What follows belongs to an exercise in optimizing a design on an open flow for small area, a short achievable clock period and few clock cycles; a production flow would make more cautious choices. In this exercise RTL edits were held to simulation tests only and were not proved equivalent to the original. Power is estimated from default activity; no workload was simulated.

// TPU
module TPU(
    input         clk,
    input         rst_n,
    input         in_valid,
    input  [15:0] K,
    input  [7:0]  M,
    input  [7:0]  N,
    output reg    busy,
    output        A_wr_en,
    output [15:0] A_index,
    output [31:0] A_data_in,
    input  [31:0] A_data_out,
    output        B_wr_en,
    output [15:0] B_index0,
    output [15:0] B_index1,
    output [31:0] B_data_in,
    input  [31:0] B_data_out0,
    input  [31:0] B_data_out1,
    output        C_wr_en,
    output [15:0] C_index,
    output [127:0] C_data_in,
    input  [127:0] C_data_out
  );
clock: 10.0 ns
lec_check: 0
cap_margin: 20
core_margin: 2
core_utilization: 60
slew_margin: 20
standard.sh (not shown) runs the stock make flow with config.mk's settings and CLKGATE_MAP_FILE= SYNTH_SCRIPT=/design/flow/synth_recipe.tcl, a recipe that flattens the netlist after the stock synthesis.
==> flow/flow/run.sh <==
#!/bin/bash
# Layout flow: the standard ORFS flow (standard synthesis unchanged), with
# timing repair (floorplan, CTS, global route) aiming for SETUP_MARGIN ns of
# setup slack at the design's clock period, so that the layout is repaired
# towards a shorter achieved period. Everything else is standard.sh.
set -euo pipefail
SETUP_MARGIN=6.4
bash standard.sh SETUP_SLACK_MARGIN=$SETUP_MARGIN finish > make_finish.log 2>&1
The first run completed with no timing, DRC or antenna violations.
Testbench counts at the start, summed over its fixed seeds: cycles 577,824.
==> next run, changes <==
--- a/flow/design.v
+++ b/flow/design.v
@@ -269,21 +269,15 @@
       rQ[j] <= Q[{wsel, j[1:0]}];
     end
   end
   genvar q;
   generate
     for (q = 0; q < 4; q = q + 1) begin : g_out
-      wire [1:0]  qv = {1'b0, rQ[q][0]} + {1'b0, rQ[q][1]} + 2'd1;
-      wire [15:0] nn = ~rN;
-      wire [15:0] hs = rH[q] ^ nn ^ {14'd0, qv};
-      wire [15:0] hc = (rH[q] & nn) | (rH[q] & {14'd0, qv}) | (nn & {14'd0, qv});
-      wire [16:0] lo  = {1'b0, rS[q]} + {1'b0, rC[q]};
-      wire [15:0] hi0 = hs + {hc[14:0], 1'b0};
-      wire [15:0] hi1 = hs + {hc[14:0], 1'b1};
+      wire [15:0] hq = {15'd0, rQ[q][0]} + {15'd0, rQ[q][1]} - rN;
       always @*
-        c_row[127-32*q -: 32] = {lo[16] ? hi1 : hi0, lo[15:0]};
+        c_row[127-32*q -: 32] = {rH[q], rS[q]} + {16'd0, rC[q]} + {hq, 16'd0};
     end
   endgenerate
 endmodule
 module TPU(
     input         clk,
     input         rst_n,
@@ -314,56 +308,56 @@
   wire [7:0]  M_s = {M[7:1], M[0] | ~|M[7:1]};
   wire [7:0]  N_s = {N[7:1], N[0] | ~|N[7:1]};
   wire [15:0] K_s = {K[15:1], K[0] | ~|K[15:1]};
   reg [7:0]  Mr, Nr;
   reg [15:0] Kr;
   reg [7:0]  blkN;         
-  reg [15:0] Kp1, K1m;     
   reg        run;          
   reg [15:0] krem;         
   reg [2:0]  bub;          
   reg        tfirst;       
   reg        jfirst;       
   reg        newcol;       
   reg [7:0]  i_rm, i_cn;   
   reg [15:0] a_idx, b_idx0, b_idx1;
   reg        v0, f0, l0;
   reg [7:0]  mask0;
-  assign A_index  = a_out;
-  assign B_index0 = b_out0;
-  assign B_index1 = b_out1;
+  assign A_index  = a_idx;
+  assign B_index0 = b_idx0;
+  assign B_index1 = b_idx1;
   wire [2:0] i_mq1 = (i_rm >= 8'd4) ? 3'd3 : (i_rm[2:0] - 3'd1);    
   wire       i_h2  = (i_cn > 8'd4);
   wire [2:0] i_w1  = i_h2 ? {i_mq1[1:0], 1'b1} : i_mq1;              
   wire [7:0] i_mask;
   genvar gi;
   generate
     for (gi = 0; gi < 8; gi = gi + 1) begin : g_mask
       assign i_mask[7-gi] = (i_cn > gi);
     end
   endgenerate
   wire        slot    = run && (bub == 3'd0);
   wire        lastk   = (krem == 16'd1);
-  wire [15:0] b_step  = tfirst ? (newcol ? Kp1 : K1m) : 16'd1;
-  wire [15:0] a_st  = (jfirst || (tfirst && newcol)) ? 16'd0 : a_idx + 16'd1;
-  wire [15:0] b0_st = jfirst ? 16'd0 : b_idx0 + b_step;
-  wire [15:0] b1_st = jfirst ? Kr    : b_idx1 + b_step;
-  wire [15:0] a_nx  = slot ? a_st  : a_idx;
-  wire [15:0] b0_nx = slot ? b0_st : b_idx0;
-  wire [15:0] b1_nx = slot ? b1_st : b_idx1;
-  reg  [15:0] a_out, b_out0, b_out1;
+  wire [15:0] b_step  = tfirst ? (newcol ? Kr + 16'd1 : ~Kr + 16'd2) : 16'd1;
   always @(posedge clk)
   begin
-    a_idx  <= a_nx;
-    b_idx0 <= b0_nx;
-    b_idx1 <= b1_nx;
-    a_out  <= a_st;
-    b_out0 <= b0_st;
-    b_out1 <= b1_st;
     if (slot)
+    begin
+      if (jfirst)
+      begin
+        a_idx  <= 16'd0;
+        b_idx0 <= 16'd0;
+        b_idx1 <= Kr;
+      end
+      else
+      begin
+        a_idx  <= (tfirst && newcol) ? 16'd0 : a_idx + 16'd1;
+        b_idx0 <= b_idx0 + b_step;
+        b_idx1 <= b_idx1 + b_step;
+      end
       mask0 <= i_mask;
+    end
   end
   wire start = in_valid && !busy;
   always @(posedge clk or negedge rst_n)
   begin
     if (!rst_n)
     begin
@@ -536,14 +530,12 @@
         w_act <= 1'b0;
     end
   end
   always @(posedge clk)
   begin
     blkN <= (Nr + 8'd3) >> 2;
-    Kp1  <= Kr + 16'd1;
-    K1m  <= 16'd1 - Kr;
     if (start)
     begin
       Mr <= M_s;
       Nr <= N_s;
       Kr <= K_s;
       t_rm <= M_s;
Total power shrinks by a few percent.
Global-route usage climbs by 1.0 points.
Maximum frequency shrinks by a few percent.
Synthesized area goes down slightly.
Routed wire length increases slightly.
Design area falls slightly.
Utilization rose by 0.84 points.
Cell count came out lower by a few percent.
Testbench counts after the change, summed over its fixed seeds: cycles 577,824.


Setup of lane 3:
TPU, a different RTL version from the one above (not shown whole).
For scale: ~15000 cells after synthesis, roughly 2400 flip-flops, ~0.15 sq mm of cells after synthesis.
export LEC_CHECK = 0
export CAP_MARGIN = 20
export CORE_MARGIN = 2
export CORE_UTILIZATION = 60
export SLEW_MARGIN = 20
create_clock -name core_clock -period 10.0 [get_ports {clk}]
==> flow/flow/run.sh <==
#!/bin/bash
# Layout flow: the standard ORFS flow (standard synthesis unchanged), with
# timing repair (floorplan, CTS, global route) aiming for SETUP_MARGIN ns of
# setup slack at the design's clock period, so that the layout is repaired
# towards a shorter achieved period. Everything else is standard.sh.
set -euo pipefail
SETUP_MARGIN=6.5
bash standard.sh SETUP_SLACK_MARGIN=$SETUP_MARGIN finish > make_finish.log 2>&1
Lane 3: full flow OK, the timing, DRC and antenna checks passed
Testbench counts of lane 3, summed over its fixed seeds: cycles 577,824.
Setup changes, lane 3 to lane 2
--- a/flow/design.v
+++ b/flow/design.v
@@ -228,17 +228,17 @@
     H <= first ? 16'd0 : H + {15'd0, Q[0]} + {15'd0, Q[1]};
   end
 endmodule
 module systolic_array_4x8 (
   input  wire         clk,
   input  wire         first,
   input  wire [47:0]  a_enc,    
   input  wire [63:0]  b_bus,    
-  input  wire [7:0]   wsel,     
+  input  wire [2:0]   wsel,     
   input  wire [15:0]  wn,       
   output reg  [127:0] c_row
   );
   wire [15:0] S [0:31];
   wire [15:0] C [0:31];
   wire [15:0] H [0:31];
   wire [1:0]  Q [0:31];
   genvar r, c;
@@ -252,47 +252,26 @@
       end
     end
   endgenerate
   reg [15:0] rS [0:3];
   reg [15:0] rC [0:3];
   reg [15:0] rH [0:3];
   reg [1:0]  rQ [0:3];
   reg [15:0] rN;
-  integer j, m;
-  reg [15:0] pS [0:3];
-  reg [15:0] pC [0:3];
-  reg [15:0] pH [0:3];
-  reg [1:0]  pQ [0:3];
-  always @*
-  begin
-    for (j = 0; j < 4; j = j + 1)
-    begin
-      pS[j] = 16'd0;
-      pC[j] = 16'd0;
-      pH[j] = 16'd0;
-      pQ[j] = 2'd0;
-      for (m = 0; m < 8; m = m + 1)
-      begin
-        pS[j] = pS[j] | (S[4*m+j] & {16{wsel[m]}});
-        pC[j] = pC[j] | (C[4*m+j] & {16{wsel[m]}});
-        pH[j] = pH[j] | (H[4*m+j] & {16{wsel[m]}});
-        pQ[j] = pQ[j] | (Q[4*m+j] & {2{wsel[m]}});
-      end
-    end
-  end
+  integer j;
   always @(posedge clk)
   begin
     rN <= wn;
     for (j = 0; j < 4; j = j + 1)
     begin
-      rS[j] <= pS[j];
-      rC[j] <= pC[j];
-      rH[j] <= pH[j];
-      rQ[j] <= pQ[j];
+      rS[j] <= S[{wsel, j[1:0]}];
+      rC[j] <= C[{wsel, j[1:0]}];
+      rH[j] <= H[{wsel, j[1:0]}];
+      rQ[j] <= Q[{wsel, j[1:0]}];
     end
   end
   genvar q;
   generate
     for (q = 0; q < 4; q = q + 1) begin : g_out
       wire [1:0]  qv = {1'b0, rQ[q][0]} + {1'b0, rQ[q][1]} + 2'd1;
       wire [15:0] nn = ~rN;
       wire [15:0] hs = rH[q] ^ nn ^ {14'd0, qv};
@@ -482,17 +461,17 @@
       l1 <= 1'b0;
     end
     else
     begin
       f1 <= f0;
       l1 <= l0;
     end
   end
-  reg  [7:0]   wsel;        
+  reg  [2:0]   wsel;
   reg  [15:0]  w_n;         
   wire [127:0] c_row;
   systolic_array_4x8 SA (
     .clk  (clk),
     .first(f1),
     .a_enc(a_enc),
     .b_bus(b_reg),
     .wsel (wsel),
@@ -517,20 +496,18 @@
   reg  [127:0] c_din_r;
   assign C_wr_en   = c_wr_en_r;
   assign C_index   = c_idx_r;
   assign C_data_in = c_din_r;
   wire       t_lrb = (t_rm <= 8'd4);        
   wire       t_lcp = (t_cn <= 8'd8);        
   wire       t_H   = (t_cn > 8'd4);
   wire [2:0] t_mq  = t_lrb ? t_rm[2:0] : 3'd4;
-  wire       w_h_nx = l1 ? 1'b0 : (w_act ? (w_H && !w_h) : w_h);
-  wire [1:0] w_r_nx = l1 ? 2'd0 : ((w_act && !(w_H && !w_h)) ? w_r + 2'd1 : w_r);
-  always @(posedge clk)
-    wsel <= 8'd1 << {w_r_nx, w_h_nx};
+  always @*
+    wsel = {w_r, w_h};
   always @(posedge clk)
   begin
     c_din_r <= c_row;
     w_idx_d <= w_ptr + {15'd0, w_h};
     c_idx_r <= w_idx_d;
   end
   always @(posedge clk or negedge rst_n)
   begin
Notes after the runs:
Lane 2 ended with every stage complete and zero timing, DRC or antenna violations.
Share of the synthesized area in compound gates (AO/OA/AOI/OAI) ends up lower on lane 2.
[compare] base=lane 3 new=lane 2: register area decreased by 0.52% relative to the old numbers; worst path setup slack after routing moved down.
Diff lane 3 -> lane 2 | post-synthesis cell area | increase of about 2%
The power share of the sequential group reported for lane 2 is smaller than that of lane 3 by 1.8 points.
Lane 2 ended up with a higher detailed-routing iteration count for the pre-antenna-repair pass than lane 3 did.
Per the comparison of lane 2 with lane 3, mux share of post-synthesis cell area +2.6 points, sequential cell count -about 0.33%.
Measured against each other, lane 3 and lane 2 differ in met1 routing resource usage after global routing, the higher figure coming from lane 2.
Lane 2 supports a lower top clock frequency than lane 3.
Lane 2 vs lane 3, delay contributed by the slowest stage of the critical path went up by 0.26 ns.
Sort lane 3 and lane 2 by non-clock inverter count in the final layout, descending, and lane 2 comes first.
Lower power share of the combinational group goes to lane 3 over lane 2.
Design area, lane 2 vs lane 3: up by a few percent
Testbench counts of lane 2, summed over its fixed seeds: cycles 577,824.

[afterwards: timing with drivers on the ports]
The results above use ideal ports. As a check the final layouts listed here were re-extracted and re-timed, cells and wires unchanged. Step 1 (the two cells are an assumption about what drives the block):
set clk [get_ports {clk}]
set_driving_cell -lib_cell sky130_fd_sc_hd__clkbuf_16 $clk
set_driving_cell -lib_cell sky130_fd_sc_hd__buf_2 [delete_from_list [all_inputs] $clk]
Step 2 adds t to the input delays and takes it off the output delays; t is the mean of the earliest and latest rising clock arrival at the registers after step 1. Input paths then give back, and output paths get back, about the clock's delay inside the block. Three values: no drivers, after step 1, after step 2; two values: the first two.
run | t (ns) | slack for setup (ns) | worst setup path at the end | slew at the worst register clock pin (ns)
the first run of note 1 | 1.000 | 6.372 / 6.350 / 5.691 | input to register | 0.07 / 0.07
the second run of note 1 | 1.027 | 6.226 / 6.226 / 5.777 | input to register | 0.07 / 0.07
lane 3 | 1.024 | 6.454 / 6.350 / 5.731 | input to register | 0.07 / 0.07
lane 2 | 1.066 | 6.418 / 6.361 / 5.750 | input to register | 0.07 / 0.07
After both steps every run listed still meets setup and hold. For lane 3, which loses most, drivers alone change the setup slack by -0.104 ns; drivers and shift together by -0.723 ns.
